This design comes from an exercise in tuning for small area on the open sky130 flow, not from production work. In this exercise RTL edits were held to simulation tests only and were not proved equivalent to the original. The clock port is modelled as an ideal driver; clocking choices that lean on that would not hold on a real chip. No activity file was given, so power comes from the tool's default toggle rates.

===== flow/design.v =====
module top (
  input clk,
  input rst,
  input echo,
  input respSeguidorLinea1,
  input respSeguidorLinea2,
  output VCC_respSeguidorLinea1,
  output GND_respSeguidorLinea1,
  output VCC_respSeguidorLinea2,
  output GND_respSeguidorLinea2,
  output trig,
  output D8,
  output D7,
  output D6,
  output D5,
  output D4,
  output D3,
  output D2,
  output D1,
  output A,
  output B,
  output C,
  output D,
  output E,
  output F,
  output G,
  output H,
  output VCC,
  output GND,
  output GND_motor_iz,
  output GND_motor_de,
  output m_izquierdo,
  output m_derecho
);
  assign VCC = 1'b1;
  assign GND = 1'b0;
  assign D8 = 1'b1;
  assign D7 = 1'b1;
  assign D6 = 1'b1;
  assign D5 = 1'b1;
  assign GND_motor_iz = 1'b0;
  assign GND_motor_de = 1'b0;
  assign VCC_respSeguidorLinea1 = 1'b1;
  assign GND_respSeguidorLinea1 = 1'b0;
  assign VCC_respSeguidorLinea2 = 1'b1;
  assign GND_respSeguidorLinea2 = 1'b0;
  genvar i;
  wire rst_n = ~rst;
  reg [19:0] tc_s;
  wire [19:0] tc_d;
  wire [20:0] tc_c;
  assign tc_d[0] = ~(rst | tc_s[0]);
  assign tc_c[1] = tc_s[0];
  generate
    for (i = 1; i < 20; i = i + 1) begin : g_tc
      if (i == 11)
        rbit_a1 u (.q(tc_s[i]), .c(tc_c[i]), .rn(rst_n), .d(tc_d[i]), .cn(tc_c[i+1]));
      else if (i % 2 == 1)
        rbit_a0 u (.q(tc_s[i]), .c(tc_c[i]), .r(rst), .d(tc_d[i]), .cn(tc_c[i+1]));
      else
        rbit_b0 u (.qn(tc_s[i]), .cn(tc_c[i]), .rn(rst_n), .d(tc_d[i]), .c(tc_c[i+1]));
    end
  endgenerate
  always @(posedge clk)
    tc_s <= tc_d;
  wire [19:0] tc = tc_s ^ 20'h55554;
  wire [1:0] sel = tc[13:12];
  assign trig = (tc[19:11] == 9'b000000001) && (tc[10:0] <= 11'd275);
  reg echo_q;
  always @(posedge clk) begin
    if (rst)
      echo_q <= 1'b0;
    else
      echo_q <= echo;
  end
  wire clr = rst | ~echo;
  wire clr_n = ~clr;
  reg [19:0] acc_s;
  wire [19:0] acc_d;
  wire [20:0] acc_c;
  assign acc_d[0] = ~(clr | acc_s[0]);
  assign acc_c[1] = acc_s[0];
  generate
    for (i = 1; i < 20; i = i + 1) begin : g_acc
      if (i == 1 || i == 5)
        rbit_a1k u (.q(acc_s[i]), .c(acc_c[i]), .r(clr), .d(acc_d[i]), .cn(acc_c[i+1]));
      else if (i == 2 || i == 6 || i == 8)
        rbit_b1k u (.qn(acc_s[i]), .cn(acc_c[i]), .rn(clr_n), .d(acc_d[i]), .c(acc_c[i+1]));
      else if (i % 2 == 1)
        rbit_a0 u (.q(acc_s[i]), .c(acc_c[i]), .r(clr), .d(acc_d[i]), .cn(acc_c[i+1]));
      else
        rbit_b0 u (.qn(acc_s[i]), .cn(acc_c[i]), .rn(clr_n), .d(acc_d[i]), .c(acc_c[i+1]));
    end
  endgenerate
  always @(posedge clk)
    acc_s <= acc_d;
  wire inc = ~acc_c[20];
  wire [3:0] fr = acc_s[19:16] ^ 4'b0101;
  reg [1:0] lh;
  reg [3:0] lt, lu;
  wire l358 = lh[1] & lh[0] & lt[2] & lt[0] & lu[3];
  wire kill = clr | (inc & l358);
  wire [3:0] lu_d, lt_d;
  wire cu, ct;
  bcd_digit u_lu (.q(lu), .e(inc), .k(kill), .d(lu_d), .co(cu));
  bcd_digit u_lt (.q(lt), .e(cu), .k(kill), .d(lt_d), .co(ct));
  wire [1:0] lh_d;
  tbit u_lh0 (.q(lh[0]), .t(ct), .k(kill), .d(lh_d[0]));
  tbit u_lh1 (.q(lh[1]), .t(ct & lh[0]), .k(kill), .d(lh_d[1]));
  always @(posedge clk) begin
    lu <= lu_d;
    lt <= lt_d;
    lh <= lh_d;
  end
  wire in_range = ~lh[1] & (~lh[0] | ~(lt[3] | lt[2]) |
                  (lt[2] & ~lt[1] & ~lt[0] & ~lu[3] & ~lu[2] & ~lu[1] & ~lu[0]));
  wire far_n = lh[1] | lh[0] | lt[3] | lt[2] | lt[1] |
               (lt[0] & (lu[3] | (lu[2] & (lu[1] | lu[0]))));
  wire [3:0] fd = (fr < 4'd10) ? fr : fr - 4'd10;
  reg far;
  always @(posedge clk) begin
    if (rst)
      far <= 1'b0;
    else
      far <= far_n;
  end
  assign m_izquierdo = far & respSeguidorLinea1;
  assign m_derecho = respSeguidorLinea2 | ~far;
  reg dp, wh;
  reg [3:0] wt, wu, wf;
  wire cap = echo_q & ~echo;
  always @(posedge clk) begin
    if (rst) begin
      dp <= 1'b0;
      wh <= 1'b0;
      wt <= 4'd0;
      wu <= 4'd0;
      wf <= 4'd0;
    end else if (cap) begin
      dp <= in_range;
      wh <= ~in_range | lh[0];
      wt <= lt;
      wu <= lu;
      wf <= fd;
    end
  end
  reg [3:0] q;
  always @(*) begin
    case (sel)
      2'd0: q = 4'd1;
      2'd1: q = wt;
      2'd2: q = wu;
      default: q = wf;
    endcase
  end
  wire [6:0] sg;
  assign sg[0] = ~(q[1] | (~q[2] & ~q[0]) | (q[2] & q[0]) | q[3]);
  assign sg[1] = ~((~q[1] & ~q[0]) | (q[1] & q[0]) | ~q[2]);
  assign sg[2] = ~q[2] & q[1] & ~q[0];
  assign sg[3] = (~q[2] & ~q[1] & q[0]) | (q[2] & ~q[1] & ~q[0]) | (q[2] & q[1] & q[0]);
  assign sg[4] = q[0] | (q[2] & ~q[1]);
  assign sg[5] = (q[1] & q[0]) | (~q[2] & q[1]) | (~q[3] & ~q[2] & q[0]);
  assign sg[6] = (q[2] & q[1] & q[0]) | (~q[3] & ~q[2] & ~q[1]);
  wire oor = wh & ~dp;
  wire blank = ~wh & (sel == 2'd0 || (sel == 2'd1 && wt == 4'd0));
  reg [6:0] letter;
  always @(*) begin
    case (sel)
      2'd0: letter = 7'h0e;   
      2'd1: letter = 7'h08;   
      2'd2: letter = 7'h47;   
      default: letter = 7'h46;   
    endcase
  end
  assign {G, F, E, D, C, B, A} = oor ? letter : blank ? 7'h7f : sg;
  assign D4 = (sel != 2'd0);
  assign D3 = (sel != 2'd1);
  assign D2 = (sel != 2'd2);
  assign D1 = (sel != 2'd3);
  assign H = ((sel != 2'd0) & ~dp) | (dp & (sel != 2'd2));
endmodule
module rbit_a0 (input q, input c, input r, output d, output cn);
  assign d = (q & ~c & ~r) | (~q & c & ~r);
  assign cn = ~(q & c);
endmodule
module rbit_a1 (input q, input c, input rn, output d, output cn);
  assign d = ~rn | (q & ~c) | (~q & c);
  assign cn = ~(q & c);
endmodule
module rbit_b0 (input qn, input cn, input rn, output d, output c);
  assign d = ~rn | (qn & cn) | (~qn & ~cn);
  assign c = ~(qn | cn);
endmodule
module rbit_a1k (input q, input c, input r, output d, output cn);
  assign d = (q & c & ~r) | (~q & ~c & ~r);
  assign cn = ~(q | c);
endmodule
module rbit_b1k (input qn, input cn, input rn, output d, output c);
  assign d = ~rn | (qn & ~cn) | (~qn & cn);
  assign c = ~(qn & cn);
endmodule
module bcd_digit (input [3:0] q, input e, input k, output [3:0] d, output co);
  wire n0 = ~(e & q[0]);
  wire [3:0] t;
  assign t[0] = e;
  assign t[1] = ~(n0 | q[3]);
  assign t[2] = ~(n0 | ~q[1]);
  assign t[3] = ~(n0 | ~(q[3] | (q[1] & q[2])));
  assign co = ~(n0 | ~q[3]);
  tbit u0 (.q(q[0]), .t(t[0]), .k(k), .d(d[0]));
  tbit u1 (.q(q[1]), .t(t[1]), .k(k), .d(d[1]));
  tbit u2 (.q(q[2]), .t(t[2]), .k(k), .d(d[2]));
  tbit u3 (.q(q[3]), .t(t[3]), .k(k), .d(d[3]));
endmodule
module tbit (input q, input t, input k, output d);
  assign d = (q & ~t & ~k) | (~q & t & ~k);
endmodule

===== flow/flow/run.sh =====
#!/bin/bash
# Layout flow: the standard ORFS flow (standard.sh, unchanged synthesis),
# with area-saving hooks:
#  - after floorplan, every logic cell is swapped to the smallest drive
#    strength of the same cell (downsize.tcl); timing repair later in the
#    flow may size them up again where needed
#  - tie cells are not duplicated per port
#  - ports are buffered with buf_1
#  - CTS with small clock buffers and no dummy loads
# Each tool's output stays in the ORFS logs under orfs/logs; make's output
# goes to flow.log.
set -euo pipefail
HERE=$(pwd)
export POST_FLOORPLAN_TCL=$HERE/flow/downsize.tcl
export SKIP_REPAIR_TIE_FANOUT=1
export BUFFER_PORTS_ARGS="-buffer_cell sky130_fd_sc_hd__buf_1"
export CTS_ARGS="-sink_clustering_enable -repair_clock_nets -dont_use_dummy_load -buf_list sky130_fd_sc_hd__clkbuf_8 -sink_clustering_size 33 -sink_clustering_max_diameter 250"
bash standard.sh > flow.log 2>&1

===== flow/flow/downsize.tcl =====
# Swap each instance to the smallest-area master of the same cell family
# (same name up to the drive-strength suffix), skipping DONT_USE cells.
set block [ord::get_db_block]
set db [ord::get_db]
set ::ds_dont_use $::env(DONT_USE_CELLS)
proc is_dont_use { name } {
  foreach pat $::ds_dont_use {
    if { [string match $pat $name] } { return 1 }
  }
  return 0
}
set best [dict create]
foreach lib [$db getLibs] {
  foreach m [$lib getMasters] {
    set n [$m getName]
    if { ![regexp {^sky130_fd_sc_hd__.*_[0-9]+$} $n] } { continue }
    set base [regsub {_[0-9]+$} $n ""]
    if { [is_dont_use $n] } { continue }
    set a [expr { [$m getWidth] * [$m getHeight] }]
    if { ![dict exists $best $base] || $a < [lindex [dict get $best $base] 1] } {
      dict set best $base [list $m $a]
    }
  }
}
set swapped 0
foreach inst [$block getInsts] {
  set m [$inst getMaster]
  set n [$m getName]
  if { ![regexp {^sky130_fd_sc_hd__.*_[0-9]+$} $n] } { continue }
  set base [regsub {_[0-9]+$} $n ""]
  if { ![dict exists $best $base] } { continue }
  set nm [lindex [dict get $best $base] 0]
  if { [$nm getName] eq $n } { continue }
  set a0 [expr { [$m getWidth] * [$m getHeight] }]
  if { [lindex [dict get $best $base] 1] >= $a0 } { continue }
  if { [$inst swapMaster $nm] } {
    puts "downsize: [$inst getName] $n -> [$nm getName]"
    incr swapped
  }
}
puts "downsize: swapped $swapped instances"

===== flow/standard.sh =====
#!/bin/bash
# synth_recipe.tcl (not shown) runs the flow's synth.tcl, then flattens the netlist and writes it again
# the make line also repeats each setting of config.mk as NAME=value (left out here)
make -C /OpenROAD-flow-scripts/flow DESIGN_CONFIG=/design/flow/config.mk WORK_HOME=/design/flow/orfs CLKGATE_MAP_FILE= SYNTH_SCRIPT=/design/flow/synth_recipe.tcl "${@:-finish}"

===== flow/config.mk =====
export PLATFORM = sky130hd
export DESIGN_NAME = top
export DESIGN_NICKNAME = top
export VERILOG_FILES = /design/flow/design.v
export SDC_FILE = /design/flow/constraint.sdc
export NUM_CORES = 4
export LEC_CHECK = 0
export CAP_MARGIN = 20
export CORE_MARGIN = 2
export CORE_UTILIZATION = 40
export SLEW_MARGIN = 20
export SYNTH_HIERARCHICAL = 1
export SYNTH_MINIMUM_KEEP_SIZE = 0

===== flow/constraint.sdc =====
create_clock -name core_clock -period 20.0 [get_ports {clk}]
set_input_delay 4.0000 -clock core_clock [delete_from_list [all_inputs] [get_ports {clk}]]
set_output_delay 4.0000 -clock core_clock [all_outputs]
set_load 0.01 [all_outputs]

==> impl_metrics.yaml, run 1 <==
grt:
  grt_usage_pct: 13.7
  gr-total-overflow: 0
  grt_pass1_vias: 2069
  grt_pass1_wl_um: 9060
  grt_start_max_net_pins: 27
  antenna_found_initial: 0
drt:
  drt-initial-drc-count: 98
  drt_pre_antenna_iters: 4
  vias: 2212
  drc: 0
  wl_um: 5200
  via_per_inst: 4.75
  wire_per_inst_um: 11.2
  antenna_left: 0
min_path:
  min_path_cells: 2
  min_from: "wu[3]$_SDFFE_PP0P_"
  min_path_type: "register to register"
  min_to: "wu[3]$_SDFFE_PP0P_"
timing:
  tns_ns: 0
  slew_violations: 0
  worstMarginPinSlew_ns: 0.844
  hold_violations: 0
  slew_headroom_pct: 43.6
  fin_crit_sh_pct: 41.6
  grt_setup_unrepaired: "no"
  fmax_mhz: 120
  setup_viol: 0
  clock_skew_ns: 0.0235
  period_minus_slack_ns: 8.31
  fin_ws_ns: 11.69
  hold_slack_ns: 0.454
worst_setup_path:
  r2r_end: "lu[3]$_DFF_P_"
  cp-start-kind: "input port"
  endpoint_kind: "primary output"
  timing.critical_path.mode_cell: "buf_1"
  path_cells: "buf_1 -> and2_1 -> buf_1"
  critPathKind: "input port to primary output"
  cp-startpoint: "respSeguidorLinea1"
  r2r_cells: 23
  reg2reg_from: "acc_s[0]$_DFF_P_"
  cpPeakStageDelay_ns: 0.15
  crit_required_ns: 16.00
  cp.arrival_ns: 4.31
  rrSetupSlack_ns: 16.26
  slowest_stage: "buf_1"
  critPathMaxFanout: 1
clock_network:
  cts_setup_buffers: 0
  path_clk_slew_ns: 0.05
  cts_repair_resize_count: 0
  cts_buffer_depth: 2
  cts_buffers: 9
  cts-root-buf: "clkbuf_8"
  holdBufCountCts: 0
  insertion_delay_ns: 0.34
  cts_max_level: 3
  cts_sinks: 66
  cts_tree: "done"
floorplan:
  io_pins: 32
  die-height_um: 90.6
  core_um2: 7250
  start_util_pct: 41.3
  die_w_um: 90.6
  fp-row-count: 31
  die_area_um2: 8200
place:
  dp_hpwl_um: 3520
  gp_congestion: 0.761
  pre_cts_ws_ns: 11.68
  io_buffers: 19
power_and_ir_drop:
  power_density_nw_per_um2: 71.7
  p_total_uw: 227
  ir_worst_vdd_mv: 0.0351
  p_leak_uw: 0.00109
logic_synthesis:
  syn_nets: 364
  yosysWarnings: 7
  netlist_instances: 357
  synthesis.area_um2: 3000
  avgSynthCellArea_um2: 8.39
final_layout:
  drive_gt1_share_pct: 3.54
  fillers: 755
  area_delta_synth_final_pct: 5.80
  final_nets: 376
  diodes: 0
run_status:
  outcome: "timing/DRC/antenna clean"
flow_run:
  drv_cap: 0
## final cells by class
type | count | area [um^2] | share of cell area [%]
clock buffer | 9 | 124 | 3.91
tap | 99 | 124 | 3.91
inverter | 8 | 30.0 | 0.947
multi-input combinational | 264 | 1490 | 47.1
timing repair buffer | 20 | 78.8 | 2.49
sequential | 66 | 1320 | 41.7
## critical path: cells and delay by family
family | cells | cell delay (ns)
AND/OR/NAND/NOR | 1 | 0.10
buffers and inverters | 2 | 0.21
## worst max path at each step
stage,endpoint
floorplan,m_derecho
global placement,m_derecho
detailed placement,m_izquierdo
CTS,m_izquierdo
global route,m_izquierdo
finish,m_izquierdo
## report_power, final
| group | internal (uW) | switching (uW) | total, uW |
|---|---|---|---|
| Clock | 39.9 | 41.3 | 81.3 |
| Sequential | 134 | 1.61 | 135 |
| Combinational | 3.81 | 7.02 | 10.8 |
## cells in the final DEF, fill, tap and decap left out, types with 3 or more instances in the layout
| cell | n |
|---|---|
| nor2_1 | 66 |
| dfxtp_1 | 66 |
| nand2_1 | 65 |
| xnor2_1 | 34 |
| a21oi_1 | 21 |
| buf_1 | 19 |
| xor2_1 | 17 |
| clkbuf_8 | 9 |
| inv_1 | 8 |
| a211oi_1 | 7 |
| nor3_1 | 5 |
| nand2b_1 | 4 |
| and3_1 | 4 |
| mux2i_1 | 3 |
| mux2_2 | 3 |
| a22oi_1 | 3 |
| nand3_1 | 3 |
| and2_1 | 3 |
## routing by layer
layer | vias up | routed length, um | track usage (%)
li1 | 1171 | - | -
met1 | 1008 | 2620 | 16.7
met2 | 27 | 2280 | 21.4
met3 | 6 | 196 | 4.26
met4 | 0 | 94 | 7.69
met5 | - | 0 | 0
## sequential cells by signal, indices dropped and copies added (netlist names)
signal and flops:
tc_s 20, echo_q 1, lh 2, wh 1
lu 4, acc_s 20, far 1, wf 4
lt 4, wt 4, dp 1, wu 4
## stage by stage
stage | instances | utilization (%) | instance area [um^2]
2_1_floorplan | 357 | - | 3000
3_3_place_gp | 457 | 42.0 | 3050
5_1_grt | 466 | 43.7 | 3170
4_1_cts | 466 | 43.7 | 3170
6_report | 466 | 43.7 | 3170
3_5_place_dp | 457 | 42.0 | 3050
==> run 2, diff against run 1 <==
--- a/flow/flow/run.sh
+++ b/flow/flow/run.sh
@@ -16,3 +16,3 @@
 export BUFFER_PORTS_ARGS="-buffer_cell sky130_fd_sc_hd__buf_1"
-export CTS_ARGS="-sink_clustering_enable -repair_clock_nets -dont_use_dummy_load -buf_list sky130_fd_sc_hd__clkbuf_8 -sink_clustering_size 33 -sink_clustering_max_diameter 250"
+export CTS_ARGS="-sink_clustering_enable -repair_clock_nets -dont_use_dummy_load -buf_list sky130_fd_sc_hd__clkbuf_4 -sink_clustering_size 24 -sink_clustering_max_diameter 120"
 bash standard.sh > flow.log 2>&1
==> run 2 against run 1 <==
  * Sequential power is essentially flat
  * Hold slack gained 0.0028 ns
  * Register-to-register slack lost 0.03 ns
  * Critical path depth is the same
  * Design area shrank 1.8%
  * Global-route usage is the same
  * Fmax is essentially flat
  * Power shrank 9.5%
  * Worst setup slack gained 0.0010 ns
  * Cell count is the same
  * Count of clock-buffer cells in the layout is the same
  * Via count is essentially flat
  * Critical path type unchanged
  * Critical endpoint unchanged
==> impl_metrics.yaml, run 2 <==
logic_synthesis:
  avgSynthCellArea_um2: 8.39
  synthesis.area_um2: 3000
  yosysWarnings: 7
  syn_nets: 364
  netlist_instances: 357
floorplan:
  fp-row-count: 31
  die_w_um: 90.6
  start_util_pct: 41.3
  die_area_um2: 8200
  core_um2: 7250
  io_pins: 32
  die-height_um: 90.6
timing:
  grt_setup_unrepaired: "no"
  slew_headroom_pct: 42.2
  tns_ns: 0
  fmax_mhz: 120
  setup_viol: 0
  worstMarginPinSlew_ns: 0.865
  slew_violations: 0
  period_minus_slack_ns: 8.31
  fin_crit_sh_pct: 41.6
  hold_slack_ns: 0.456
  hold_violations: 0
  clock_skew_ns: 0.0353
run_status:
  outcome: "timing/DRC/antenna clean"
clock_network:
  holdBufCountCts: 0
  cts_tree: "done"
  cts_sinks: 66
  path_clk_slew_ns: 0.07
  cts_buffer_depth: 2
  cts_repair_resize_count: 0
  cts_max_level: 3
  insertion_delay_ns: 0.40
  cts_setup_buffers: 0
  cts-root-buf: "clkbuf_4"
  cts_buffers: 9
flow_run:
  drv_cap: 0
place:
  dpl_cell_area_um2: 3050
  gp_congestion: 0.761
  dp_hpwl_um: 3520
  placedCellCount: 457
  io_buffers: 19
worst_setup_path:
  r2r_cells: 23
  critPathKind: "input port to primary output"
  endpoint_kind: "primary output"
  critPathMaxFanout: 1
  rrSetupSlack_ns: 16.23
  reg2reg_from: "acc_s[0]$_DFF_P_"
  r2r_end: "lu[3]$_DFF_P_"
  cp.arrival_ns: 4.31
  cp-start-kind: "input port"
  crit_required_ns: 16.00
final_layout:
  fin_area_um2: 3110
  most-common-layout-cells: "66 x nor2_1, 66 x dfxtp_1, 65 x nand2_1"
  final_nets: 376
  instances_no_fill: 466
  top_regs: "acc_s x20, tc_s x20"
  drive_gt1_share_pct: 3.54
  diodes: 0
  area_delta_synth_final_pct: 3.92
drt:
  wl_met3_um: 249
  wire_per_inst_um: 11.1
  drt-initial-drc-count: 102
  antenna_left: 0
  met1_length_um: 2600
  wl_um: 5180
  dr_wl_met2_um: 2240
  vias: 2211
  via_per_inst: 4.74
  highest_layer: "met4"
  drc: 0
  drt_pre_antenna_iters: 4
min_path:
  min_path_cells: 2
  min_path_type: "register to register"
  min_to: "wu[3]$_SDFFE_PP0P_"
  min_from: "wu[3]$_SDFFE_PP0P_"
grt:
  grt_start_max_net_pins: 27
  gr-total-overflow: 0
  grt_usage_pct: 13.7
  antenna_found_initial: 0
  grt_pass1_wl_um: 9080
  grt_pass1_vias: 2081
power_and_ir_drop:
  p_leak_uw: 0.00106
  p_total_uw: 206
  ir_worst_vdd_mv: 0.0339
  power_density_nw_per_um2: 66.1
## run 2: worst max-delay path: stages
cell,delay [ns]
buf_1,0.06
and2_1,0.10
buf_1,0.15
## run 2: worst max-delay path by stage
stage                       startpoint     endpoint  slack (ns)  depth (start not counted)
CTS                 respSeguidorLinea1  m_izquierdo       11.68                          3
floorplan           respSeguidorLinea2    m_derecho       11.84                          1
global route        respSeguidorLinea1  m_izquierdo       11.65                          3
global placement    respSeguidorLinea2    m_derecho       11.69                          3
detailed placement  respSeguidorLinea1  m_izquierdo       11.68                          3
finish              respSeguidorLinea1  m_izquierdo       11.69                          3
## run 2: final cells by class
cell class / instances / area (um^2)
inverters: 8 / 30.0
fillers: 752 / 4140
flip-flops and latches: 66 / 1320
well taps: 99 / 124
repair buffers: 20 / 78.8
multi-input cells: 264 / 1490
clock buffers: 9 / 67.6
## run 2: through the flow
| stage | util [%] | worst slack, ns |
|---|---|---|
| after floorplan | - | 11.84 |
| after global placement | 42.0 | 11.69 |
| after detailed placement | 42.0 | 11.68 |
| after CTS | 42.9 | 11.68 |
| after global routing | 42.9 | 11.65 |
| final | 42.9 | 11.69 |
## run 2: per-layer routing
metal / GRT usage [%] / vias to the layer above
met2: 21.6 / 30
met5: 0 / -
met1: 16.7 / 1000
li1: - / 1170
met4: 5.77 / 0
met3: 5.26 / 11
## run 2: where the power goes
group	switching (uW)	leakage, uW	internal (uW)
sequential	1.60	0.000535	134
combinational	7.05	0.000487	3.81
clock	39.0	0.0000414	20.9
==> run 3, diff against run 2 <==
==> flow/flow/run.sh (replaced) <==
#!/bin/bash
# Layout flow: the standard ORFS flow (standard.sh) with area-saving
# changes:
#  - synthesis: synth_recipe.tcl with an area-oriented abc script
#    (synth_area.tcl, area.abc); registers are the same as the standard
#    synthesis's
#  - after floorplan, every logic cell is swapped to the smallest drive
#    strength of the same cell (downsize.tcl); timing repair later in the
#    flow may size cells up again where needed
#  - tie cells are not duplicated per port
#  - ports are buffered with buf_1
#  - CTS with clkbuf_4 and no dummy loads; a leaf clock buffer with a
#    slow edge at its flip-flops is then swapped for clkbuf_8 (clkfix.tcl)
# Each ORFS step writes its full log under orfs/logs/; make's output goes
# to flow.log.
set -euo pipefail
HERE=$(pwd)
export FLOW_SYNTH_TCL=$HERE/synth_recipe.tcl
export AREA_ABC_SCRIPT=$HERE/flow/area.abc
export POST_FLOORPLAN_TCL=$HERE/flow/downsize.tcl
export POST_CTS_TCL=$HERE/flow/clkfix.tcl
export SKIP_REPAIR_TIE_FANOUT=1
export BUFFER_PORTS_ARGS="-buffer_cell sky130_fd_sc_hd__buf_1"
export CTS_ARGS="-sink_clustering_enable -repair_clock_nets -dont_use_dummy_load -buf_list sky130_fd_sc_hd__clkbuf_4 -sink_clustering_size 24 -sink_clustering_max_diameter 120"
sed "s#SYNTH_SCRIPT=[^ ]*#SYNTH_SCRIPT=$HERE/flow/synth_area.tcl#" standard.sh > standard_area.sh
grep -q "SYNTH_SCRIPT=$HERE/flow/synth_area.tcl" standard_area.sh
bash standard_area.sh > flow.log 2>&1
==> flow/flow/area.abc (new file) <==
&get -n
&st
&dch -f
&nf -R 1000 -p -E 50
&put
strash
&get -n
&st
&dch -f
&nf -R 1000 -p -E 50
&put
topo
==> flow/flow/clkfix.tcl (new file) <==
estimate_parasitics -placement
set ::cf_big [[ord::get_db] findMaster sky130_fd_sc_hd__clkbuf_8]
set ::cf_changed 0
foreach inst [[ord::get_db_block] getInsts] {
  set mname [[$inst getMaster] getName]
  if { ![string match "sky130_fd_sc_hd__clkbuf_*" $mname] } { continue }
  if { $mname eq "sky130_fd_sc_hd__clkbuf_8" || $mname eq "sky130_fd_sc_hd__clkbuf_16" } { continue }
  set out [$inst findITerm X]
  if { $out eq "NULL" || [$out getNet] eq "NULL" } { continue }
  if { [[$out getNet] getSigType] ne "CLOCK" } { continue }
  set drives_ff 0
  foreach it [[$out getNet] getITerms] {
    if { [string match "sky130_fd_sc_hd__df*" [[[$it getInst] getMaster] getName]] } { set drives_ff 1 }
  }
  if { !$drives_ff } { continue }
  set slew [get_property [get_pins [$inst getName]/X] slew_max]
  if { $slew > 0.110 } {
    puts "clkfix: [$inst getName] $mname slew $slew -> clkbuf_8"
    $inst swapMaster $::cf_big
    incr ::cf_changed
  }
}
if { $::cf_changed > 0 } {
  detailed_placement
  check_placement -verbose
  estimate_parasitics -placement
}
puts "clkfix: resized $::cf_changed clock buffers"
==> flow/flow/synth_area.tcl (new file) <==
# The standard flow's synthesis script (synth_recipe.tcl, which sources ORFS's
# synth.tcl), with one change: abc maps the logic with an area-oriented
# script (flow/area.abc) instead of ORFS's delay-oriented one. Registers,
# their names and cells are untouched: abc runs after dfflibmap and
# does not see the flip-flops.
proc abc {args} {
  set i [lsearch -exact $args -script]
  if { $i >= 0 } {
    lset args [expr { $i + 1 }] $::env(AREA_ABC_SCRIPT)
  }
  yosys abc {*}$args
}
source $::env(FLOW_SYNTH_TCL)
--- a/flow/config.mk
+++ b/flow/config.mk
@@ -7,7 +7,6 @@
 export LEC_CHECK = 0
-export CAP_MARGIN = 20
+export CAP_MARGIN = 0
 export CORE_MARGIN = 2
 export CORE_UTILIZATION = 40
-export SLEW_MARGIN = 20
-export SYNTH_HIERARCHICAL = 1
-export SYNTH_MINIMUM_KEEP_SIZE = 0
+export GPL_TIMING_DRIVEN = 0
+export SLEW_MARGIN = 0
==> run 3 against run 2 <==
  * Sequential cell count unchanged
  * Sequential share of layout area increased by 2.2 points
  * Critical path depth unchanged
  * Clock power increased by about 10%
  * Routed wire length decreased by 2.6%
  * Die area decreased by 7.7%
  * Utilization increased by 1.2 points
  * Global-route usage increased by 0.27 points
  * Clock skew decreased by 0.010 ns
==> impl_metrics.yaml, run 3 <==
worst_setup_path:
  slowest_stage: "buf_1"
  r2r_end: "lt[1]$_DFF_P_"
  endpoint_kind: "primary output"
  cp.depth: 3
  cpPeakStageDelay_ns: 0.14
  crit_required_ns: 16.00
  cp.arrival_ns: 4.31
  reg2reg_from: "acc_s[0]$_DFF_P_"
  timing.critical_path.mode_cell: "buf_1"
  cp-start-kind: "input port"
  critPathMaxFanout: 1
  rrSetupSlack_ns: 16.44
  path_cells: "buf_1 -> and2_0 -> buf_1"
  cp_num_buf_inv: 2
  critPathKind: "input port to primary output"
  crit_family: "buffers and inverters"
  r2r_cells: 23
timing:
  period_minus_slack_ns: 8.31
  fmax_mhz: 120
  fin_crit_sh_pct: 41.5
  worstMarginPinSlew_ns: 0.954
  fin_ws_ns: 11.69
  setup_viol: 0
  clock_skew_ns: 0.0252
  slew_headroom_pct: 36.3
  hold_violations: 0
  tns_ns: 0
  slew_violations: 0
  grt_setup_unrepaired: "no"
drt:
  wl_um: 5050
  drt-initial-drc-count: 127
  via_per_inst: 5.09
  antenna_left: 0
  drc: 0
  vias: 2277
  wire_per_inst_um: 11.3
  drt_pre_antenna_iters: 4
final_layout:
  fillers: 690
  instances_no_fill: 447
  multiInputGateArea_um2: 1310
  drive_gt1_share_pct: 2.72
  diodes: 0
  area_delta_synth_final_pct: 7.54
  final_nets: 376
  top_regs: "acc_s x20, tc_s x20"
  ff_latch_area_um2: 1320
  most-common-layout-cells: "66 x dfxtp_1, 51 x nor2_1, 46 x nand2_1"
  final_common_cell: "dfxtp_1"
logic_synthesis:
  synthAdderAreaFrac_pct: 0.908
  synth.top_cell.area_share_pct: 48.0
  synth_seq_cells: 66
  avgSynthCellArea_um2: 8.13
  async_reset_ff_share_pct: 0
  synth_ff_type: "dfxtp_1"
  synth_xor_area_share_pct: 2.23
  synth-compound-area-share_pct: 19.1
  synth_top_family_by_area: "simple AND/OR/NAND/NOR gates"
  synth_most_common_cell: "dfxtp_1"
  yosysWarnings: 1
  yosys.area.top_type: "dfxtp_1"
  ys_seq_area_share_pct: 48.0
  ys_top_cells_by_area: "dfxtp_1 48%, a21oi_1 8.0%, nor2_1 6.9%, nand2_1 6.3%, o21ai_0 5.3%"
  yosys-top-cells-count: "66 x dfxtp_1, 51 x nor2_1, 46 x nand2_1"
  synthesis.area_um2: 2760
  synth_edf_count: 0
  syn_nets: 346
  synthMuxAreaShare_pct: 0.409
  netlist_instances: 339
  synth-simple-area-share_pct: 24.5
  synth_cell_types: 39
clock_network:
  cts_tree: "done"
  insertion_delay_ns: 0.41
  path_clk_slew_ns: 0.08
  cts_sinks: 66
floorplan:
  die-height_um: 87.0
  die_w_um: 87.0
  io_pins: 32
  die_area_um2: 7570
  start_util_pct: 41.0
  fp-row-count: 30
  core_um2: 6720
min_path:
  min_to: "tc_s[0]$_DFF_P_"
  min_from: "tc_s[0]$_DFF_P_"
  min_path_type: "register to register"
  min_path_cells: 1
flow_run:
  drv_cap: 0
power_and_ir_drop:
  p_leak_uw: 0.000989
  ir_worst_vdd_mv: 0.0318
  power_density_nw_per_um2: 71.4
grt:
  grt_pass1_wl_um: 8270
  grt_start_max_net_pins: 37
  antenna_found_initial: 0
  grt_usage_pct: 14.0
  grt_pass1_vias: 1892
  gr-total-overflow: 0
place:
  io_buffers: 19
  pre_cts_ws_ns: 11.68
  gp_congestion: 0.779
  placedCellCount: 438
  dp_hpwl_um: 3520
run_status:
  outcome: "timing/DRC/antenna clean"
==> run 3: changes by cell type in the layout (fill, tap and decap cells not counted), moves of 5 or more <==
| cell | change |
|---|---|
| xor2_1 | -16 |
| nor3_1 | +5 |
| nor2_1 | -15 |
| nor3b_1 | +8 |
| o21ai_0 | +29 |
| clkinv_1 | +10 |
| buf_1 | +11 |
| xnor2_1 | -28 |
| a21oi_1 | +23 |
| nand2_1 | -19 |
| inv_1 | -8 |
==> run 3: layout make-up <==
type	instances	area share, %
flip-flops and latches	66	44.6
multi-input cells	251	44.1
well taps	80	3.38
clock buffers	9	2.70
repair buffers	19	2.45
plain buffers	12	1.52
inverters	10	1.27
==> run 3: power by group <==
part	leakage [uW]	internal, uW	switching (uW)	total [uW]
registers	0.000536	134	1.43	135
logic	0.000407	3.45	7.26	10.7
clock network	0.0000466	25.1	40.7	65.8
total	0.000989	162	49.4	212
==> run 3: worst reg2reg max path: cells and delay by family (launching register included) <==
family	cells	cell delay [ns]
and+or+nand+nor	22	2.95
DFF	1	0.35
xor gates and xnor gates	1	0.13
==> run 3: cells by family after synthesis <==
kind of cell | count (synthesis)
AOI/OAI and AO/OA | 93
xor gates and xnor gates | 7
adders and majority gates | 2
buffers and inverters | 22
DFF | 66
muxes | 1
other | 2
and+or+nand+nor | 146
==> run 3: stage by stage <==
stage	hold slack [ns]	power, uW	instance area [um^2]	utilization, %
after floorplan	0.398	146	2760	-
after global placement	0.409	149	2880	42.9
after detailed placement	0.420	149	2880	42.9
after global routing	0.464	221	2960	44.1
final	0.432	212	2960	44.1
==> run 3: layer usage <==
metal / vias up / global-route usage (%) / wire, um
met5: - / 0 / 0
met4: 0 / 6.39 / 85
met3: 10 / 4.93 / 220
met2: 34 / 21.0 / 2070
met1: 1001 / 17.9 / 2670
li1: 1232 / - / -
==> run 3: how the worst max path moves through the flow <==
stage                                   from     endpoint
after detailed placement  respSeguidorLinea1  m_izquierdo
after global placement    respSeguidorLinea1  m_izquierdo
final                     respSeguidorLinea1  m_izquierdo
after global routing      respSeguidorLinea1  m_izquierdo
after floorplan           respSeguidorLinea1  m_izquierdo
==> run 4, diff against run 3 <==
--- a/flow/config.mk
+++ b/flow/config.mk
@@ -7,3 +7,3 @@
 export LEC_CHECK = 0
-export CAP_MARGIN = 0
+export CAP_MARGIN = 20
 export CORE_MARGIN = 2
@@ -11,2 +11,2 @@
 export GPL_TIMING_DRIVEN = 0
-export SLEW_MARGIN = 0
+export SLEW_MARGIN = 20
==> run 4 against run 3 <==
  * Critical path type unchanged
  * Sequential share of layout area did not move
  * Hold slack did not move
  * First-iteration DRC count did not move
  * Clock power barely moved
  * Design area did not move
  * Sequential power barely moved
  * Routed wire length did not move
  * Sequential cell count did not move
  * Register-to-register slack barely moved
  * Count of clock-buffer cells in the layout did not move
==> impl_metrics.yaml, run 4 <==
worst_setup_path:
  path_cells: "buf_1 -> and2_0 -> buf_1"
  crit_family: "buffers and inverters"
  cp-start-kind: "input port"
  rrSetupSlack_ns: 16.44
  timing.critical_path.mode_cell: "buf_1"
  endpoint_kind: "primary output"
  cp_num_buf_inv: 2
  slowest_stage: "buf_1"
  crit_required_ns: 16.00
  critPathKind: "input port to primary output"
  critPathMaxFanout: 1
  cpPeakStageDelay_ns: 0.14
  cp.arrival_ns: 4.31
floorplan:
  fp-row-count: 30
  die-height_um: 87.0
  die_area_um2: 7570
  die_w_um: 87.0
  start_util_pct: 41.0
  core_um2: 6720
  io_pins: 32
drt:
  wire_per_inst_um: 11.3
  via_per_inst: 5.09
  antenna_left: 0
  drc: 0
  wl_met3_um: 220
  vias: 2277
  wl_um: 5050
  met1_length_um: 2670
  drt-initial-drc-count: 127
  dr_wl_met2_um: 2070
  drt_pre_antenna_iters: 4
  highest_layer: "met4"
logic_synthesis:
  async_reset_ff_share_pct: 0
  yosys-top-cells-count: "66 x dfxtp_1, 51 x nor2_1, 46 x nand2_1"
  syn_nets: 346
  synthesis.area_um2: 2760
  yosysWarnings: 1
  netlist_instances: 339
  synth.top_cell.area_share_pct: 48.0
  synth_seq_cells: 66
  synth_most_common_cell: "dfxtp_1"
  synth_cell_types: 39
  avgSynthCellArea_um2: 8.13
  synth_ff_type: "dfxtp_1"
  synth_edf_count: 0
  ys_top_cells_by_area: "dfxtp_1 48%, a21oi_1 8.0%, nor2_1 6.9%, nand2_1 6.3%, o21ai_0 5.3%"
  ys_seq_area_share_pct: 48.0
  yosys.area.top_type: "dfxtp_1"
timing:
  setup_viol: 0
  slew_violations: 0
  grt_setup_unrepaired: "no"
  fmax_mhz: 120
  clock_skew_ns: 0.0252
  slew_headroom_pct: 36.3
  worstMarginPinSlew_ns: 0.954
  tns_ns: 0
  fin_crit_sh_pct: 41.5
  hold_slack_ns: 0.432
  period_minus_slack_ns: 8.31
  hold_violations: 0
clock_network:
  cts_sinks: 66
  path_clk_slew_ns: 0.08
  cts_tree: "done"
  insertion_delay_ns: 0.41
grt:
  grt_pass1_wl_um: 8270
  gr-total-overflow: 0
  grt_pass1_vias: 1892
  antenna_found_initial: 0
  grt_start_max_net_pins: 37
  grt_usage_pct: 14.0
final_layout:
  diodes: 0
  most-common-layout-cells: "66 x dfxtp_1, 51 x nor2_1, 46 x nand2_1"
  drive_gt1_share_pct: 2.72
  top_regs: "acc_s x20, tc_s x20"
  area_delta_synth_final_pct: 7.54
  fillers: 690
  final_nets: 376
  final_common_cell: "dfxtp_1"
power_and_ir_drop:
  power_density_nw_per_um2: 71.4
  p_leak_uw: 0.000989
  netSwitchingFraction_pct: 23.3
  p_comb_share_pct: 5.1
  pwr-share-clk_pct: 31.1
  seq_power_share_pct: 63.8
  ir_worst_vdd_mv: 0.0318
  switchingPower_uw: 49.4
  power.internal_uw: 162
place:
  io_buffers: 19
  gp_congestion: 0.779
  dp_hpwl_um: 3520
flow_run:
  drv_cap: 0
run_status:
  outcome: "timing/DRC/antenna clean"
min_path:
  min_path_type: "register to register"
-- run 4: cells by family (layout without fill, tap and decap cells) --
group,after synthesis,after routing,synth area share (%)
AOI/OAI and AO/OA,93,93,19.1
xor gates and xnor gates,7,7,2.23
adders and majority gates,2,2,0.908
buffers and inverters,22,50,4.63
DFF,66,66,48.0
muxes,1,1,0.409
other,2,2,0.273
and+or+nand+nor,146,146,24.5
-- run 4: final timing paths --
| check | start | cells after the start | endpoint |
|---|---|---|---|
| worst min-delay path | tc_s[0]$_DFF_P_ | 1 | tc_s[0]$_DFF_P_ |
| worst min register to register | tc_s[0]$_DFF_P_ | 1 | tc_s[0]$_DFF_P_ |
| worst max register to register | acc_s[0]$_DFF_P_ | 23 | lt[1]$_DFF_P_ |
| worst max-delay path | respSeguidorLinea1 | 3 | m_izquierdo |
-- run 4: through the flow --
step	util [%]	instance area, um^2	setup slack (ns)	total power (uW)	cells
after floorplan	-	2760	11.83	146	339
after global placement	42.9	2880	11.68	149	438
after detailed placement	42.9	2880	11.68	149	438
after global routing	44.1	2960	11.65	221	447
final	44.1	2960	11.69	212	447
-- run 4: layout make-up --
class	instances	area, um^2	area share [%]
buffer	12	45.0	1.52
clock buffer	9	80.1	2.70
inverter	10	37.5	1.27
multi-input combinational	251	1310	44.1
sequential	66	1320	44.6
tap	80	100	3.38
timing repair buffer	19	72.6	2.45
-- run 4: layer usage --
metal | vias to the layer above | track usage (%)
met5 | - | 0
met1 | 1001 | 17.9
li1 | 1232 | -
met4 | 0 | 6.39
met2 | 34 | 21.0
met3 | 10 | 4.93
-- run 4: power by group through the flow --
| stage | Clock [uW] | Combinational [uW] | Sequential [uW] |
|---|---|---|---|
| finish | 65.8 | 10.7 | 135 |
| global route | 73.1 | 12.2 | 135 |
| detailed placement | 0 | 10.7 | 138 |
| global placement | 0 | 10.6 | 138 |
| floorplan | 0 | 8.66 | 138 |
==> run 5, diff against run 4 <==
--- a/flow/config.mk
+++ b/flow/config.mk
@@ -9,4 +9,3 @@
 export CORE_MARGIN = 2
-export CORE_UTILIZATION = 40
-export GPL_TIMING_DRIVEN = 0
+export CORE_UTILIZATION = 60
 export SLEW_MARGIN = 20
==> run 5 against run 4 <==
  * Register-to-register slack is essentially flat
  * Combinational power decreased by 8%
  * Power fell by 3.4%
  * Clock power is 9.9% lower
  * Hold slack better by 0.0059 ns
  * Largest power group unchanged
==> impl_metrics.yaml, run 5 <==
logic_synthesis:
  yosys-top-cells-count: "66 x dfxtp_1, 51 x nor2_1, 46 x nand2_1"
  ys_top_cells_by_area: "dfxtp_1 48%, a21oi_1 8.0%, nor2_1 6.9%, nand2_1 6.3%, o21ai_0 5.3%"
  avgSynthCellArea_um2: 8.13
  netlist_instances: 339
  synth_cell_types: 39
  synth_edf_count: 0
  yosysWarnings: 1
  yosys.area.top_type: "dfxtp_1"
  synthesis.area_um2: 2760
  synth.top_cell.area_share_pct: 48.0
  synth_seq_cells: 66
  synth_ff_type: "dfxtp_1"
  ys_seq_area_share_pct: 48.0
  synth_most_common_cell: "dfxtp_1"
  syn_nets: 346
  async_reset_ff_share_pct: 0
clock_network:
  insertion_delay_ns: 0.39
  path_clk_slew_ns: 0.09
  cts_tree: "done"
  cts_sinks: 66
worst_setup_path:
  cp.arrival_ns: 4.32
  cp-start-kind: "input port"
  path_cells: "buf_1 -> and2_0 -> buf_1"
  endpoint_kind: "primary output"
  crit_required_ns: 16.00
  critPathMaxFanout: 1
  cpPeakStageDelay_ns: 0.14
  rrSetupSlack_ns: 16.45
  critPathKind: "input port to primary output"
  crit_family: "buffers and inverters"
  timing.critical_path.mode_cell: "buf_1"
  cp_num_buf_inv: 2
  slowest_stage: "buf_1"
drt:
  vias: 2230
  via_per_inst: 5.47
  antenna_left: 0
  drt_pre_antenna_iters: 4
  drc: 0
  wl_um: 4740
  drt-initial-drc-count: 126
  wire_per_inst_um: 11.6
grt:
  grt_usage_pct: 21.1
  antenna_found_initial: 0
  grt_pass1_wl_um: 8620
  grt_start_max_net_pins: 37
  grt_pass1_vias: 2013
  gr-total-overflow: 0
floorplan:
  die_w_um: 71.8
  die_area_um2: 5150
  start_util_pct: 62.8
  core_um2: 4380
  fp-row-count: 24
  io_pins: 32
  die-height_um: 71.8
final_layout:
  drive_gt1_share_pct: 2.81
  area_delta_synth_final_pct: 4.41
  instances_no_fill: 408
  most-common-layout-cells: "66 x dfxtp_1, 51 x nor2_1, 46 x nand2_1"
  final_nets: 365
  top_regs: "acc_s x20, tc_s x20"
  diodes: 0
  final_common_cell: "dfxtp_1"
place:
  gp_congestion: 0.848
  io_buffers: 19
  pre_cts_ws_ns: 11.67
  dp_hpwl_um: 3330
  placedCellCount: 399
power_and_ir_drop:
  power_density_nw_per_um2: 71.0
  ir_worst_vdd_mv: 0.0435
  p_leak_uw: 0.000971
  p_total_uw: 204
timing:
  slew_headroom_pct: 37.0
  grt_setup_unrepaired: "no"
  fmax_mhz: 120
  period_minus_slack_ns: 8.32
  fin_crit_sh_pct: 41.6
  worstMarginPinSlew_ns: 0.943
  hold_violations: 0
  setup_viol: 0
  clock_skew_ns: 0.0241
  tns_ns: 0
  hold_slack_ns: 0.437
  fin_ws_ns: 11.68
  slew_violations: 0
min_path:
  min_path_type: "register to register"
flow_run:
  drv_cap: 0
run_status:
  outcome: "timing/DRC/antenna clean"
run 5: cell counts after synthesis:
Identical to the previous run, type by type.
run 5: area by class of cell:
| cell class | instances | area [um^2] |
|---|---|---|
| repair buffers | 20 | 78.8 |
| multi-input cells | 251 | 1310 |
| well taps | 52 | 65.1 |
| inverters | 10 | 37.5 |
| clock buffers | 9 | 67.6 |
| flip-flops and latches | 66 | 1320 |
| fillers | 405 | 1510 |
run 5: worst paths after layout:
path                            from         endpoint  cells after the start
setup / recovery  respSeguidorLinea1      m_izquierdo                      3
hold / removal       tc_s[0]$_DFF_P_  tc_s[0]$_DFF_P_                      1
hold reg to reg      tc_s[0]$_DFF_P_  tc_s[0]$_DFF_P_                      1
setup reg to reg    acc_s[0]$_DFF_P_    lt[1]$_DFF_P_                     23
run 5: per-stage QoR:
step	cell area, um^2	utilization, %
detailed placement	2810	64.1
global route	2880	65.6
finish	2880	65.6
floorplan	2760	-
global placement	2810	64.1
run 5: power by group:
| part | switching (uW) | leakage, uW | internal, uW | total [uW] |
|---|---|---|---|---|
| registers | 1.45 | 0.000536 | 134 | 135 |
| clock network | 38.4 | 0.0000414 | 20.9 | 59.3 |
| logic | 6.84 | 0.000394 | 3.03 | 9.88 |
run 5: kinds of logic (layout without fill, tap and decap cells):
logic type	count (synthesis)	after routing	synth area share, %
xor+xnor	7	7	2.23
fa+ha+maj	2	2	0.908
compound gates	93	93	19.1
buf+inv	22	39	4.63
simple gates	146	146	24.5
other cells	2	2	0.273
flops	66	66	48.0
mux	1	1	0.409
run 5: per-layer routing:
| metal | track usage [%] | routed length (um) |
|---|---|---|
| met5 | 0 | 0 |
| met4 | 9.64 | 86 |
| met3 | 5.49 | 170 |
| met2 | 33.3 | 2110 |
| met1 | 27.2 | 2370 |
run 5: worst register-to-register path, stage by stage (launching register included):
cell	delay, ns
dfxtp_1	0.36
nor2_1	0.08
nand2_1	0.10
nand2_1	0.09
nor2_1	0.14
nor2_1	0.09
nand2_1	0.10
nand2_1	0.08
nand2_1	0.10
nand2_1	0.09
nor2_1	0.16
nand2_1	0.11
nor2_1	0.15
nand2_1	0.10
nor2_1	0.15
nand2_1	0.10
nor2_1	0.16
nand2_1	0.11
nor2_1	0.15
and3_1	0.30
and3_1	0.32
nor2b_1	0.20
xnor2_1	0.13
nor2_1	0.05
==> run 6, diff against run 5 <==
--- a/flow/config.mk
+++ b/flow/config.mk
@@ -9,3 +9,3 @@
 export CORE_MARGIN = 2
-export CORE_UTILIZATION = 60
+export CORE_UTILIZATION = 40
 export SLEW_MARGIN = 20
==> run 6 against run 5 <==
  * Largest power group unchanged
  * Sequential share of layout area decreased by 0.65 points
  * Global-route usage is 7.1 points lower
  * Combinational power hardly changed
  * Fmax about the same
  * Routed wire length barely moved
  * Critical path depth is the same
  * Via count decreased by 1.6%
  * Sequential cell count did not move
  * Utilization decreased by 22 points
  * Synthesized cell count unchanged
  * Highest routed layer unchanged
  * Register-to-register slack improved by 0.03 ns
  * Design area is 1.4% higher
==> impl_metrics.yaml, run 6 <==
timing:
  setup_viol: 0
  hold_slack_ns: 0.431
  worstMarginPinSlew_ns: 0.997
  fmax_mhz: 120
  clock_skew_ns: 0.0277
  fin_crit_sh_pct: 41.6
  grt_setup_unrepaired: "no"
  slew_violations: 0
  period_minus_slack_ns: 8.31
  fin_ws_ns: 11.69
  slew_headroom_pct: 33.4
  hold_violations: 0
  tns_ns: 0
power_and_ir_drop:
  p_comb_share_pct: 4.8
  seq_power_share_pct: 65.4
  netSwitchingFraction_pct: 22.7
  power_density_nw_per_um2: 70.8
  power.internal_uw: 160
  ir_worst_vdd_mv: 0.0408
  switchingPower_uw: 46.9
  p_leak_uw: 0.000974
  pwr-share-clk_pct: 29.8
drt:
  via_per_inst: 5.03
  vias: 2195
  drt_pre_antenna_iters: 4
  drc: 0
  antenna_left: 0
  drt-initial-drc-count: 110
  wire_per_inst_um: 10.9
  wl_um: 4740
logic_synthesis:
  async_reset_ff_share_pct: 0
  ys_top_cells_by_area: "dfxtp_1 48%, a21oi_1 8.0%, nor2_1 6.9%, nand2_1 6.3%, o21ai_0 5.3%"
  ys_seq_area_share_pct: 48.0
  yosys.area.top_type: "dfxtp_1"
  synth.top_cell.area_share_pct: 48.0
  synth_cell_types: 39
  synth_seq_cells: 66
  synth_most_common_cell: "dfxtp_1"
  yosys-top-cells-count: "66 x dfxtp_1, 51 x nor2_1, 46 x nand2_1"
  synth_edf_count: 0
  netlist_instances: 339
  synthesis.area_um2: 2760
  syn_nets: 346
  synth_ff_type: "dfxtp_1"
  avgSynthCellArea_um2: 8.13
  yosysWarnings: 1
worst_setup_path:
  cp-start-kind: "input port"
  cp-startpoint: "respSeguidorLinea1"
  cp.arrival_ns: 4.31
  slowest_stage: "buf_1"
  critPathKind: "input port to primary output"
  cpPeakStageDelay_ns: 0.15
  crit_family: "buffers and inverters"
  critPathMaxFanout: 1
  path_cells: "buf_1 -> and2_0 -> buf_1"
  crit_required_ns: 16.00
  cp_num_buf_inv: 2
  reg2reg_from: "acc_s[0]$_DFF_P_"
  timing.critical_path.mode_cell: "buf_1"
  endpoint_kind: "primary output"
grt:
  antenna_found_initial: 0
  grt_usage_pct: 14.0
  grt_start_max_net_pins: 37
  grt_pass1_wl_um: 8370
  grt_pass1_vias: 1935
  gr-total-overflow: 0
clock_network:
  insertion_delay_ns: 0.40
  cts_tree: "done"
  path_clk_slew_ns: 0.06
  cts_sinks: 66
final_layout:
  final_nets: 365
  top_regs: "acc_s x20, tc_s x20"
  drive_gt1_share_pct: 2.81
  fin_area_um2: 2920
  instances_no_fill: 436
  diodes: 0
  fillers: 694
  area_delta_synth_final_pct: 5.90
  most-common-layout-cells: "66 x dfxtp_1, 51 x nor2_1, 46 x nand2_1"
  final_common_cell: "dfxtp_1"
place:
  dpl_cell_area_um2: 2840
  gp_congestion: 0.787
  io_buffers: 19
  dp_hpwl_um: 3340
  placedCellCount: 427
  pre_cts_ws_ns: 11.68
floorplan:
  start_util_pct: 41.0
  core_um2: 6720
  die_area_um2: 7570
  io_pins: 32
  die_w_um: 87.0
  die-height_um: 87.0
  fp-row-count: 30
flow_run:
  drv_cap: 0
min_path:
  min_path_type: "register to register"
  min_from: "tc_s[0]$_DFF_P_"
run_status:
  outcome: "timing/DRC/antenna clean"
run 6: cell counts after synthesis:
Identical to the previous run, type by type.
run 6: layer usage:
layer / vias up / GRT usage, % / part of all wire (%)
met1: 954 / 18.4 / 53
met5: - / 0 / 0
li1: 1202 / - / -
met4: 0 / 6.53 / 1.9
met2: 28 / 20.7 / 41
met3: 11 / 4.64 / 3.7
run 6: area by class of cell:
cell class                      instances  area, um^2  area share [%]
Timing Repair Buffer                   20        78.8            2.70
Multi-Input combinational cell        251        1310            44.8
Clock buffer                            9        73.8            2.53
Tap cell                               80         100            3.43
Inverter                               10        37.5            1.29
Sequential cell                        66        1320            45.3
run 6: worst paths after layout:
kind | endpoint | slack [ns] | cells after the start
max | m_izquierdo | 11.69 | 3
min | tc_s[0]$_DFF_P_ | 0.43 | 1
max reg2reg | lh[1]$_DFF_P_ | 16.48 | 23
min reg2reg | tc_s[0]$_DFF_P_ | 0.43 | 1
run 6: logic make-up (layout without fill, tap and decap cells):
| group | after synthesis | count (layout) | share of synthesized area (%) |
|---|---|---|---|
| fa+ha+maj | 2 | 2 | 0.908 |
| xor+xnor | 7 | 7 | 2.23 |
| other cells | 2 | 2 | 0.273 |
| flops | 66 | 66 | 48.0 |
| mux | 1 | 1 | 0.409 |
| compound gates | 93 | 93 | 19.1 |
| simple gates | 146 | 146 | 24.5 |
| buf+inv | 22 | 39 | 4.63 |
run 6: power groups by stage:
stage / Combinational [uW] / Sequential (uW) / Clock, uW
final: 10.0 / 135 / 61.5
after detailed placement: 10.1 / 138 / 0
after global placement: 10.0 / 138 / 0
after floorplan: 8.66 / 138 / 0
after global routing: 11.5 / 135 / 69.2
run 6: through the flow:
stage / power (uW) / utilization [%]
6_report: 207 / 43.4
3_5_place_dp: 148 / 42.3
5_1_grt: 216 / 43.4
2_1_floorplan: 146 / -
3_3_place_gp: 148 / 42.3
==> run 7, diff against run 6 <==
--- a/flow/flow/run.sh
+++ b/flow/flow/run.sh
@@ -9,3 +9,3 @@
 #    flow may size cells up again where needed
-#  - tie cells are not duplicated per port
+#  - one tie cell drives all constant outputs (tiemerge.tcl)
 #  - ports are buffered with buf_1
@@ -19,3 +19,4 @@
 export AREA_ABC_SCRIPT=$HERE/flow/area.abc
-export POST_FLOORPLAN_TCL=$HERE/flow/downsize.tcl
+export FLOW_DIR_OWN=$HERE/flow
+export POST_FLOORPLAN_TCL=$HERE/flow/post_floorplan.tcl
 export POST_CTS_TCL=$HERE/flow/clkfix.tcl
==> flow/flow/post_floorplan.tcl (new file) <==
# After floorplan: smallest drive strengths, then a single tie cell.
source [file join $::env(FLOW_DIR_OWN) downsize.tcl]
source [file join $::env(FLOW_DIR_OWN) tiemerge.tcl]
==> flow/flow/tiemerge.tcl (new file) <==
# One tie cell for all constant outputs: the HI and LO outputs of a single
# conb_1 drive every constant-1 and constant-0 net.
set ::tm_block [ord::get_db_block]
set ::tm_keep ""
foreach inst [$::tm_block getInsts] {
  if { [[$inst getMaster] getName] ne "sky130_fd_sc_hd__conb_1" } { continue }
  if { $::tm_keep eq "" } { set ::tm_keep $inst; continue }
  foreach pin {HI LO} {
    set it [$inst findITerm $pin]
    set net [$it getNet]
    if { $net eq "NULL" } { continue }
    $it disconnect
    set kit [$::tm_keep findITerm $pin]
    set knet [$kit getNet]
    if { $knet eq "NULL" } {
      $kit connect $net
    } else {
      foreach i2 [$net getITerms] { $i2 disconnect; $i2 connect $knet }
      foreach b2 [$net getBTerms] { $b2 connect $knet }
      odb::dbNet_destroy $net
    }
  }
  puts "tiemerge: removed [$inst getName]"
  odb::dbInst_destroy $inst
}
--- a/flow/config.mk
+++ b/flow/config.mk
@@ -9,3 +9,3 @@
 export CORE_MARGIN = 2
-export CORE_UTILIZATION = 40
+export CORE_UTILIZATION = 70
 export SLEW_MARGIN = 20
==> run 7 against run 6 <==
  * Still clean on timing, DRC and antenna
  * Sequential power about the same
  * First-iteration DRC count up 6.4%
  * Power down 1.4%
  * Worst setup slack better by 0.0018 ns
  * Sequential cell count unchanged
  * Utilization up 34 points
  * Area after synthesis unchanged
  * Critical path depth unchanged
  * Non-clock buffer count unchanged
  * Combinational power about the same
  * Count of clock-buffer cells in the layout unchanged
  * Critical path type unchanged
  * Largest power group unchanged
==> impl_metrics.yaml, run 7 <==
final_layout:
  instances_no_fill: 403
  drive_gt1_share_pct: 2.82
  most-common-layout-cells: "66 x dfxtp_1, 51 x nor2_1, 46 x nand2_1"
  top_regs: "acc_s x20, tc_s x20"
  fillers: 307
  final_common_cell: "dfxtp_1"
  area_delta_synth_final_pct: 4.09
  final_nets: 365
  diodes: 0
drt:
  vias: 2274
  highest_layer: "met4"
  antenna_left: 0
  dr_wl_met2_um: 2300
  wl_met3_um: 178
  wire_per_inst_um: 12.2
  drt-initial-drc-count: 117
  via_per_inst: 5.64
  drc: 0
  met1_length_um: 2350
  wl_um: 4900
  drt_pre_antenna_iters: 4
floorplan:
  core_um2: 3720
  start_util_pct: 74.1
  io_pins: 32
  die-height_um: 66.7
  die_area_um2: 4450
  fp-row-count: 22
  die_w_um: 66.7
worst_setup_path:
  cpPeakStageDelay_ns: 0.13
  reg2reg_from: "acc_s[0]$_DFF_P_"
  timing.critical_path.mode_cell: "buf_1"
  path_cells: "buf_1 -> nand2b_1 -> buf_1"
  cp_num_buf_inv: 2
  critPathMaxFanout: 1
  endpoint_kind: "primary output"
  cp-start-kind: "input port"
  crit_required_ns: 16.00
  slowest_stage: "nand2b_1"
  critPathKind: "input port to primary output"
  cp-startpoint: "respSeguidorLinea2"
  cp.arrival_ns: 4.31
  crit_family: "buffers and inverters"
clock_network:
  path_clk_slew_ns: 0.08
  cts_sinks: 66
  cts_tree: "done"
  insertion_delay_ns: 0.39
run_status:
  outcome: "timing/DRC/antenna clean"
logic_synthesis:
  netlist_instances: 339
  synthesis.area_um2: 2760
  synth_edf_count: 0
  yosys-top-cells-count: "66 x dfxtp_1, 51 x nor2_1, 46 x nand2_1"
  ys_top_cells_by_area: "dfxtp_1 48%, a21oi_1 8.0%, nor2_1 6.9%, nand2_1 6.3%, o21ai_0 5.3%"
  synth_seq_cells: 66
  syn_nets: 346
  synth_cell_types: 39
  synth_most_common_cell: "dfxtp_1"
  avgSynthCellArea_um2: 8.13
  yosysWarnings: 1
  synth_ff_type: "dfxtp_1"
  async_reset_ff_share_pct: 0
  synth.top_cell.area_share_pct: 48.0
  yosys.area.top_type: "dfxtp_1"
  ys_seq_area_share_pct: 48.0
grt:
  grt_pass1_vias: 2071
  gr-total-overflow: 0
  grt_pass1_wl_um: 8660
  antenna_found_initial: 0
  grt_start_max_net_pins: 37
  grt_usage_pct: 25.8
power_and_ir_drop:
  p_leak_uw: 0.000968
  p_total_uw: 204
  ir_worst_vdd_mv: 0.0501
  power_density_nw_per_um2: 71.0
place:
  gp_congestion: 0.867
  placedCellCount: 394
  dp_hpwl_um: 3450
  io_buffers: 19
  pre_cts_ws_ns: 11.68
timing:
  slew_headroom_pct: 40.4
  period_minus_slack_ns: 8.31
  tns_ns: 0
  hold_violations: 0
  setup_viol: 0
  fmax_mhz: 120
  fin_ws_ns: 11.69
  slew_violations: 0
  grt_setup_unrepaired: "no"
  hold_slack_ns: 0.437
  fin_crit_sh_pct: 41.6
  worstMarginPinSlew_ns: 0.892
  clock_skew_ns: 0.0222
min_path:
  min_from: "tc_s[0]$_DFF_P_"
  min_path_type: "register to register"
flow_run:
  drv_cap: 0
## run 7: layout make-up
cell class	instances	area [um^2]	share of cell area, %
clock buffers	9	67.6	2.36
flip-flops and latches	66	1320	46.1
multi-input cells	250	1300	45.4
inverters	10	37.5	1.31
repair buffers	20	78.8	2.75
well taps	48	60.1	2.09
## run 7: report_power, final
| part | total, uW | internal (uW) | switching [uW] | leakage [uW] |
|---|---|---|---|---|
| Combinational | 9.96 | 3.03 | 6.93 | 0.000391 |
| Clock | 58.7 | 20.9 | 37.8 | 0.0000414 |
| Sequential | 135 | 134 | 1.47 | 0.000536 |
## run 7: final timing paths
| check | depth (start not counted) | to | slack [ns] |
|---|---|---|---|
| max reg2reg | 23 | lt[1]$_DFF_P_ | 16.38 |
| min reg2reg | 1 | tc_s[0]$_DFF_P_ | 0.44 |
| max | 3 | m_derecho | 11.69 |
| min | 1 | tc_s[0]$_DFF_P_ | 0.44 |
## run 7: cells by family after synthesis
family | share of synthesized area (%)
AO/OA/AOI/OAI | 19.1
XOR/XNOR | 2.23
adder cells (fa/ha/maj) | 0.908
buffers and inverters | 4.63
flip-flops | 48.0
multiplexers | 0.409
other | 0.273
AND/OR/NAND/NOR | 24.5
## run 7: stage by stage
step,instance area (um^2),util (%)
floorplan,2760,-
global placement,2800,75.4
detailed placement,2800,75.4
global route,2870,77.2
finish,2870,77.2
## run 7: routing by layer
metal / track usage [%] / vias to the layer above
met2: 41.5 / 41
met4: 10.5 / 0
met5: 0 / -
met1: 31.4 / 1019
met3: 9.12 / 10
li1: - / 1204
==> run 8, diff against run 7 <==
--- a/flow/config.mk
+++ b/flow/config.mk
@@ -9,3 +9,3 @@
 export CORE_MARGIN = 2
-export CORE_UTILIZATION = 70
+export CORE_UTILIZATION = 60
 export SLEW_MARGIN = 20
==> run 8 against run 7 <==
  * Utilization fell by 12 points
  * Register-to-register slack improved by 0.07 ns
  * Sequential cell count did not move
  * Cell count rose by 0.99%
  * Clock power fell by 2%
  * Sequential power barely moved
  * Combinational power barely moved
  * Via count fell by 2.6%
  * Global-route usage fell by 4.2 points
  * Clock skew fell by 0.0089 ns
  * Non-clock buffer count did not move
  * Sequential share of layout area fell by 0.080 points
==> impl_metrics.yaml, run 8 <==
timing:
  slew_violations: 0
  fmax_mhz: 120
  hold_slack_ns: 0.436
  fin_crit_sh_pct: 41.5
  grt_setup_unrepaired: "no"
  setup_viol: 0
  clock_skew_ns: 0.0133
  period_minus_slack_ns: 8.31
  worstMarginPinSlew_ns: 0.883
  hold_violations: 0
  tns_ns: 0
  slew_headroom_pct: 41.0
grt:
  gr-total-overflow: 0
  grt_start_max_net_pins: 37
  grt_pass1_vias: 2062
  antenna_found_initial: 0
  grt_usage_pct: 21.6
  grt_pass1_wl_um: 8800
drt:
  vias: 2215
  antenna_left: 0
  drc: 0
  wl_um: 4660
  via_per_inst: 5.44
  drt_pre_antenna_iters: 4
  drt-initial-drc-count: 118
  wire_per_inst_um: 11.4
logic_synthesis:
  synth.top_cell.area_share_pct: 48.0
  avgSynthCellArea_um2: 8.13
  yosys.area.top_type: "dfxtp_1"
  yosysWarnings: 1
  synth_edf_count: 0
  synth_most_common_cell: "dfxtp_1"
  ys_top_cells_by_area: "dfxtp_1 48%, a21oi_1 8.0%, nor2_1 6.9%, nand2_1 6.3%, o21ai_0 5.3%"
  ys_seq_area_share_pct: 48.0
  synthesis.area_um2: 2760
  synth_cell_types: 39
  syn_nets: 346
  synth_seq_cells: 66
  synth_ff_type: "dfxtp_1"
  async_reset_ff_share_pct: 0
  yosys-top-cells-count: "66 x dfxtp_1, 51 x nor2_1, 46 x nand2_1"
  netlist_instances: 339
place:
  dp_hpwl_um: 3400
  io_buffers: 19
  gp_congestion: 0.850
floorplan:
  fp-row-count: 24
  io_pins: 32
  die_area_um2: 5150
  core_um2: 4380
  die-height_um: 71.8
  start_util_pct: 62.8
  die_w_um: 71.8
run_status:
  outcome: "timing/DRC/antenna clean"
clock_network:
  cts_sinks: 66
  cts_tree: "done"
  insertion_delay_ns: 0.38
  path_clk_slew_ns: 0.09
power_and_ir_drop:
  ir_worst_vdd_mv: 0.0459
  p_leak_uw: 0.000968
  power_density_nw_per_um2: 70.5
  p_total_uw: 202
min_path:
  min_to: "tc_s[0]$_DFF_P_"
  min_from: "tc_s[0]$_DFF_P_"
  min_path_cells: 1
  min_path_type: "register to register"
worst_setup_path:
  slowest_stage: "nand2b_1"
  path_cells: "buf_1 -> nand2b_1 -> buf_1"
  reg2reg_from: "acc_s[0]$_DFF_P_"
  critPathKind: "input port to primary output"
  endpoint_kind: "primary output"
  crit_required_ns: 16.00
  cpPeakStageDelay_ns: 0.13
  r2r_end: "lt[1]$_DFF_P_"
  timing.critical_path.mode_cell: "buf_1"
  rrSetupSlack_ns: 16.45
  cp_num_buf_inv: 2
  cp-start-kind: "input port"
  critPathMaxFanout: 1
  cp.arrival_ns: 4.31
  crit_family: "buffers and inverters"
  r2r_cells: 23
final_layout:
  fillers: 399
  final_nets: 365
  drive_gt1_share_pct: 2.82
  top_regs: "acc_s x20, tc_s x20"
  most-common-layout-cells: "66 x dfxtp_1, 51 x nor2_1, 46 x nand2_1"
  final_common_cell: "dfxtp_1"
  area_delta_synth_final_pct: 4.27
  diodes: 0
flow_run:
  drv_cap: 0
## run 8: report_power, final
part | total [uW] | internal [uW] | leakage, uW | switching (uW)
clock network | 57.4 | 20.9 | 0.0000414 | 36.5
registers | 135 | 134 | 0.000536 | 1.46
logic | 9.98 | 3.03 | 0.000391 | 6.94
total | 202 | 158 | 0.000968 | 44.9
## run 8: how the worst max path moves through the flow
stage | cells after the start | endpoint | slack, ns | from
floorplan | 1 | m_izquierdo | 11.83 | respSeguidorLinea1
global route | 3 | m_derecho | 11.65 | respSeguidorLinea2
global placement | 3 | m_izquierdo | 11.69 | respSeguidorLinea1
finish | 3 | m_derecho | 11.69 | respSeguidorLinea2
detailed placement | 3 | m_izquierdo | 11.69 | respSeguidorLinea1
## run 8: kinds of logic (layout without fill, tap and decap cells)
| kind of cell | count (synthesis) | count (layout) | share of synthesized area, % |
|---|---|---|---|
| compound gates | 93 | 93 | 19.1 |
| buf+inv | 22 | 39 | 4.63 |
| simple gates | 146 | 146 | 24.5 |
| flops | 66 | 66 | 48.0 |
| xor+xnor | 7 | 7 | 2.23 |
| other cells | 2 | 1 | 0.273 |
| mux | 1 | 1 | 0.409 |
| fa+ha+maj | 2 | 2 | 0.908 |
## run 8: layout make-up
type | count | area (um^2) | area share, %
Timing Repair Buffer | 20 | 78.8 | 2.74
Tap cell | 52 | 65.1 | 2.26
Clock buffer | 9 | 67.6 | 2.35
Multi-Input combinational cell | 250 | 1300 | 45.3
Sequential cell | 66 | 1320 | 46.0
Inverter | 10 | 37.5 | 1.31
## run 8: routing by layer
layer	track usage (%)	vias to the layer above	part of all wire, %
li1	-	1204	-
met1	28.1	976	51
met2	33.5	29	45
met3	6.47	6	2.8
met4	8.81	0	1.5
met5	0	-	0
## run 8: per-stage QoR
step | cells | utilization, % | instance area (um^2) | setup slack [ns]
6_report | 407 | 65.5 | 2870 | 11.69
5_1_grt | 407 | 65.5 | 2870 | 11.65
3_5_place_dp | 398 | 64.0 | 2810 | 11.69
3_3_place_gp | 398 | 64.0 | 2810 | 11.69
2_1_floorplan | 339 | - | 2760 | 11.83

==> what the ideal ports hide <==
Ports are ideal in the flow. The routed layouts listed here were re-timed in OpenROAD.
Step 1 sets driving cells, clkbuf_16 on the clock port and buf_2 on the other inputs (assumed; they add their load-dependent delay and slew).
Step 2, shift: input delay + t, output delay - t, t = (earliest + latest rising clock arrival at the registers) / 2. This alone moves slack from input paths to output paths.
Three values: ideal, step 1, step 2; two values: the first two.
| run | t (ns) | slack for setup (ns) | hold WS [ns] | worst setup path at the end |
|---|---|---|---|---|
| run 1 | 0.357 | 11.688 / 11.666 / 11.666 | 0.454 / 0.454 / 0.454 | input to output |
| run 2 | 0.416 | 11.689 / 11.667 / 11.667 | 0.456 / 0.456 / 0.456 | input to output |
| run 3 | 0.423 | 11.691 / 11.664 / 11.664 | 0.432 / 0.432 / 0.432 | input to output |
| run 4 | 0.423 | 11.691 / 11.664 / 11.664 | 0.432 / 0.432 / 0.432 | input to output |
| run 5 | 0.403 | 11.682 / 11.650 / 11.650 | 0.437 / 0.437 / 0.437 | input to output |
| run 6 | 0.415 | 11.686 / 11.664 / 11.664 | 0.431 / 0.431 / 0.431 | input to output |
| run 7 | 0.407 | 11.688 / 11.667 / 11.667 | 0.437 / 0.437 / 0.437 | input to output |
| run 8 | 0.395 | 11.690 / 11.668 / 11.668 | 0.436 / 0.436 / 0.436 | input to output |
After both steps setup and hold are still met in every run listed. For run 5, which loses most, drivers alone change the setup slack by -0.032 ns; drivers and shift together by -0.032 ns.
